This design comes from an exercise in tuning for small area and a short achievable clock period on the open sky130 flow, not from production work.
RTL that was checked went through simulation tests only; none was proved equivalent to the original.
No activity file was given, so power comes from the tool's default toggle rates.

==> module cam_pixel_labeler, before the edit <==
module cam_pixel_labeler (
    input  logic        clk,
    input  logic        reset,
    input  logic        href,
    input  logic        vsync,
    input  logic [ 7:0] ov7670_data,
    output logic        we,
    output logic [16:0] wAddr,
    output logic [ 2:0] label_data,
    output logic        camera_dp_en,
    output logic        v_finish_camera,
    output logic [ 9:0] x_pixel_camera,
    output logic [ 9:0] y_pixel_camera
);
    logic [9:0] h_counter;
    logic [9:0] v_counter;
    logic       v_sync_flag;
    logic [7:0] hi_byte;
    logic [2:0] label_next;
    logic [9:0] h_next, v_next;
    logic [9:0] h_carry, v_carry;
    logic       line_end;
    logic [10:0] addr_hi, addr_sum;
    logic [11:0] addr_carry;
    assign x_pixel_camera = h_counter[9:1];
    assign y_pixel_camera = v_counter;
    assign camera_dp_en = ~(h_counter[9] & (h_counter[8] | h_counter[7])) &
                          ~(v_counter[9] | v_counter[8] | (&v_counter[7:4]));
    logic [10:0] op_a, op_b, cs_sum, cs_carry;
    assign op_a = {1'b0, v_counter};
    assign op_b = {v_counter[8:0], h_counter[8:7]};
    assign cs_sum   = op_a ^ op_b ^ {8'd0, h_counter[9], 2'b00};
    assign cs_carry = (op_a & op_b) | ((op_a ^ op_b) & {8'd0, h_counter[9], 2'b00});
    assign addr_hi  = cs_sum;
    assign addr_carry[0] = 1'b0;
    for (genvar i = 0; i < 11; i++) begin : g_addr
        logic y;
        if (i == 0) assign y = 1'b0;
        else        assign y = cs_carry[i-1];
        assign addr_sum[i]     = addr_hi[i] ^ y ^ addr_carry[i];
        assign addr_carry[i+1] = (addr_hi[i] & y) | (addr_carry[i] & (addr_hi[i] ^ y));
    end
    assign wAddr[5:0]  = h_counter[6:1];
    assign wAddr[16:6] = addr_sum;
    assign h_carry[0] = 1'b1;
    assign v_carry[0] = line_end;
    for (genvar i = 1; i < 10; i++) begin : g_carry
        assign h_carry[i] = h_carry[i-1] & h_counter[i-1];
        assign v_carry[i] = v_carry[i-1] & v_counter[i-1];
    end
    assign line_end = (h_counter == 10'd639);
    assign h_next = {10{href}} & (h_counter ^ h_carry);
    assign v_next = {10{~vsync}} & (v_counter ^ v_carry);
    always_ff @(posedge clk, posedge reset) begin
        if (reset) begin
            h_counter       <= 0;
            v_counter       <= 0;
            we              <= 1'b0;
            v_sync_flag     <= 1'b0;
            v_finish_camera <= 1'b0;
        end else begin
            h_counter       <= h_next;
            v_counter       <= v_next;
            we              <= href & h_counter[0];
            v_sync_flag     <= vsync;
            v_finish_camera <= vsync & ~v_sync_flag;
        end
    end
    always_ff @(posedge clk) begin
        hi_byte    <= ov7670_data;
        label_data <= label_next;
    end
    Label_Gen U_Label_Gen (
        .pixel     ({hi_byte, ov7670_data}),
        .label_data(label_next)
    );
endmodule
==> flow/config.mk <==
export PLATFORM = sky130hd
export DESIGN_NAME = cam_pixel_labeler
export DESIGN_NICKNAME = cam_pixel_labeler
export VERILOG_FILES = /design/flow/design.v
export SDC_FILE = /design/flow/constraint.sdc
export NUM_CORES = 4
export LEC_CHECK = 0
export CAP_MARGIN = 20
export CORE_MARGIN = 2
export CORE_UTILIZATION = 40
export SLEW_MARGIN = 20
==> flow/constraint.sdc <==
create_clock -name core_clock -period 150.0 [get_ports {clk}]
set_input_delay 30.0000 -clock core_clock [delete_from_list [all_inputs] [get_ports {clk}]]
set_output_delay 30.0000 -clock core_clock [all_outputs]
set_load 0.01 [all_outputs]
standard.sh (not shown) runs the stock make flow with config.mk's settings and CLKGATE_MAP_FILE= SYNTH_SCRIPT=/design/flow/synth_recipe.tcl, a recipe that flattens the netlist after the stock synthesis.
==> flow/flow/run.sh <==
#!/bin/bash
# Layout flow: the standard synthesis, then the combinational logic between the
# registers is re-synthesised for area with ABC (registers, their names and cell types
# untouched, equivalence checked), then the standard layout from that netlist, with
# the port buffers made from the smallest buffer cell and a small clock tree.
set -euo pipefail
WORK=$PWD
FLOW=$WORK/flow
RES=$WORK/orfs/results/$FLOW_PLATFORM/cam_pixel_labeler/base
YOSYS=$(command -v yosys || echo "$FLOW_HOME/../tools/install/yosys/bin/yosys")
export LIBERTY=$FLOW_HOME/platforms/sky130hd/lib/sky130_fd_sc_hd__tt_025C_1v80.lib
export FLOWDIR=$FLOW

bash standard.sh synth > 1_standard_synth.log 2>&1
cp "$RES/1_2_yosys.v" std_synth.v

NET=std_synth.v
if "$YOSYS" -c "$FLOW/reopt.tcl" > 2_reopt.log 2>&1 && [[ -s reopt.v ]]; then
  if "$YOSYS" -c "$FLOW/equiv.tcl" > 3_equiv.log 2>&1; then
    NET=reopt.v
  fi
fi
echo "netlist used: $NET" > netlist_choice.txt

bash standard.sh clean_synth > 4_clean_synth.log 2>&1
bash standard.sh "SYNTH_NETLIST_FILES=$WORK/$NET" \
  "BUFFER_PORTS_ARGS=-buffer_cell sky130_fd_sc_hd__buf_1" \
  "CTS_ARGS=-sink_clustering_enable -repair_clock_nets -dont_use_dummy_load -buf_list sky130_fd_sc_hd__clkbuf_4 -root_buf sky130_fd_sc_hd__clkbuf_4" \
  finish > 5_layout.log 2>&1
Other scripts of this flow, unchanged in this note and not shown: flow/flow/area.abc, flow/flow/equiv.tcl, flow/flow/fastfa.v, flow/flow/reopt.tcl
The baseline ran to the end with no violations.
==> next run, changes <==
--- a/flow/design.v
+++ b/flow/design.v
@@ -206,25 +206,26 @@
     logic [9:0] h_next, v_next;
     logic [9:0] h_carry, v_carry;
     logic       line_end;
-    logic [10:0] addr_hi, addr_sum;
+    logic [10:0] addr_sum;
     logic [11:0] addr_carry;
     assign x_pixel_camera = h_counter[9:1];
     assign y_pixel_camera = v_counter;
     assign camera_dp_en = ~(h_counter[9] & (h_counter[8] | h_counter[7])) &
                           ~(v_counter[9] | v_counter[8] | (&v_counter[7:4]));
-    logic [10:0] op_a, op_b, cs_sum, cs_carry;
-    assign op_a = {1'b0, v_counter};
-    assign op_b = {v_counter[8:0], h_counter[8:7]};
-    assign cs_sum   = op_a ^ op_b ^ {8'd0, h_counter[9], 2'b00};
-    assign cs_carry = (op_a & op_b) | ((op_a ^ op_b) & {8'd0, h_counter[9], 2'b00});
-    assign addr_hi  = cs_sum;
+    logic [10:0] addr_w, addr_b;
+    logic [10:2] addr_e;
+    assign addr_w[1:0] = v_counter[1:0];
+    assign addr_e[2]   = h_counter[9];
+    for (genvar i = 2; i < 10; i++) begin : g_addr_inc
+        assign addr_w[i]   = v_counter[i] ^ addr_e[i];
+        assign addr_e[i+1] = v_counter[i] & addr_e[i];
+    end
+    assign addr_w[10] = addr_e[10];
+    assign addr_b = {v_counter[8:0], h_counter[8:7]};
     assign addr_carry[0] = 1'b0;
     for (genvar i = 0; i < 11; i++) begin : g_addr
-        logic y;
-        if (i == 0) assign y = 1'b0;
-        else        assign y = cs_carry[i-1];
-        assign addr_sum[i]     = addr_hi[i] ^ y ^ addr_carry[i];
-        assign addr_carry[i+1] = (addr_hi[i] & y) | (addr_carry[i] & (addr_hi[i] ^ y));
+        assign addr_sum[i]     = addr_w[i] ^ addr_b[i] ^ addr_carry[i];
+        assign addr_carry[i+1] = (addr_w[i] & addr_b[i]) | (addr_carry[i] & (addr_w[i] ^ addr_b[i]));
     end
     assign wAddr[5:0]  = h_counter[6:1];
     assign wAddr[16:6] = addr_sum;
The changed run completed without violations. Flip-flop and latch count is unchanged. Routed wire length is higher by 9.3%. Hold slack is about the same. Design area climbs by 1.3%. Critical path depth drops by 2. Sequential power hardly moves. Via count rises by 2.6%. Combinational power is higher by about 6%. Non-clock buffer count is unchanged.
For the second run of this note, only the layout was checked, not whether the RTL still works.


cam_pixel_labeler, a different RTL version from the one above (not shown whole).
Size: ~310 cells after synthesis, roughly 55 I/O pins, roughly 2100 um2 of cells after synthesis.
export LEC_CHECK = 0
export CAP_MARGIN = 20
export CORE_MARGIN = 2
export CORE_UTILIZATION = 40
export SLEW_MARGIN = 20
create_clock -name core_clock -period 150.0 [get_ports {clk}]
==> flow/flow/run.sh <==
#!/bin/bash
# Layout flow: the standard synthesis, then the combinational logic between the
# registers is re-synthesised for area with ABC (registers, their names and cell types
# untouched, equivalence checked), then the standard layout from that netlist, with
# the port buffers made from the smallest buffer cell.
set -euo pipefail
WORK=$PWD
FLOW=$WORK/flow
RES=$WORK/orfs/results/$FLOW_PLATFORM/cam_pixel_labeler/base
YOSYS=$(command -v yosys || echo "$FLOW_HOME/../tools/install/yosys/bin/yosys")
export LIBERTY=$FLOW_HOME/platforms/sky130hd/lib/sky130_fd_sc_hd__tt_025C_1v80.lib
export FLOWDIR=$FLOW

bash standard.sh synth > 1_standard_synth.log 2>&1
cp "$RES/1_2_yosys.v" std_synth.v

NET=std_synth.v
if "$YOSYS" -c "$FLOW/reopt.tcl" > 2_reopt.log 2>&1 && [[ -s reopt.v ]]; then
  if "$YOSYS" -c "$FLOW/equiv.tcl" > 3_equiv.log 2>&1; then
    NET=reopt.v
  fi
fi
echo "netlist used: $NET" > netlist_choice.txt

bash standard.sh clean_synth > 4_clean_synth.log 2>&1
bash standard.sh "SYNTH_NETLIST_FILES=$WORK/$NET" \
  "BUFFER_PORTS_ARGS=-buffer_cell sky130_fd_sc_hd__buf_1" finish > 5_layout.log 2>&1
Other scripts of this flow, unchanged in this note and not shown: flow/flow/area.abc, flow/flow/equiv.tcl, flow/flow/reopt.tcl
Next try:
--- a/flow/design.v
+++ b/flow/design.v
@@ -223,28 +223,14 @@
     logic [2:0] label_next;
     logic [9:0] h_next, v_next;
     logic [9:0] h_carry, v_carry;
     logic       line_end;
-    logic [10:0] addr_hi, addr_sum;
-    logic [11:0] addr_carry;
+    logic [10:0] addr_sum;
     assign x_pixel_camera = h_counter[9:1];
     assign y_pixel_camera = v_counter;
     assign camera_dp_en = ~(h_counter[9] & (h_counter[8] | h_counter[7])) &
                           ~(v_counter[9] | v_counter[8] | (&v_counter[7:4]));
-    logic [10:0] op_a, op_b, cs_sum, cs_carry;
-    assign op_a = {1'b0, v_counter};
-    assign op_b = {v_counter[8:0], h_counter[8:7]};
-    assign cs_sum   = op_a ^ op_b ^ {8'd0, h_counter[9], 2'b00};
-    assign cs_carry = (op_a & op_b) | ((op_a ^ op_b) & {8'd0, h_counter[9], 2'b00});
-    assign addr_hi  = cs_sum;
-    assign addr_carry[0] = 1'b0;
-    for (genvar i = 0; i < 11; i++) begin : g_addr
-        logic y;
-        if (i == 0) assign y = 1'b0;
-        else        assign y = cs_carry[i-1];
-        assign addr_sum[i]     = addr_hi[i] ^ y ^ addr_carry[i];
-        assign addr_carry[i+1] = (addr_hi[i] & y) | (addr_carry[i] & (addr_hi[i] ^ y));
-    end
+    assign addr_sum = {1'b0, v_counter} + {v_counter[8:0], 2'b00} + h_counter[9:7];
     assign wAddr[5:0]  = h_counter[6:1];
     assign wAddr[16:6] = addr_sum;
     assign h_carry[0] = 1'b1;
     assign v_carry[0] = line_end;
The changed run completed without violations.
Area after synthesis is about the same.
Routed wire length came out higher by a few percent.
Design area is higher slightly.
Setup slack improves by 140 ps.
Total power rose by a few percent.
Die area stays flat.
For the second run of this note, only the layout was checked, not whether the RTL still works.

## afterwards: timing with drivers on the ports
No port has a modelled driver above. Below, the same layouts with a new extraction and two added sets of constraints. Step 1 sets driving cells, clkbuf_16 on the clock port and buf_2 on the other inputs (assumed; they add their load-dependent delay and slew). Step 2 also shifts input and output timing later by t, the mid clock arrival at the registers, as if the neighbouring blocks saw the same clock. Three values: no drivers, after step 1, after step 2; two values: the first two.
| run | t (ns) | setup WS [ns] | hold WS [ns] | worst setup path at the end | worst register clock-pin slew, ns |
|---|---|---|---|---|---|
| the first run of note 1 | 0.346 | 116.776 / 116.750 / 117.095 | 0.399 / 0.399 / 0.399 | register to output | 0.11 / 0.11 |
| the second run of note 1 | 0.358 | 116.493 / 116.466 / 116.824 | 0.396 / 0.396 / 0.396 | register to output | 0.12 / 0.12 |
| the first run of note 2 | 0.312 | 115.905 / 115.875 / 116.187 | 0.381 / 0.381 / 0.381 | register to output | 0.08 / 0.08 |
| the second run of note 2 | 0.305 | 116.040 / 116.011 / 116.316 | 0.395 / 0.395 / 0.395 | register to output | 0.07 / 0.07 |
After both steps every run listed still meets setup and hold.
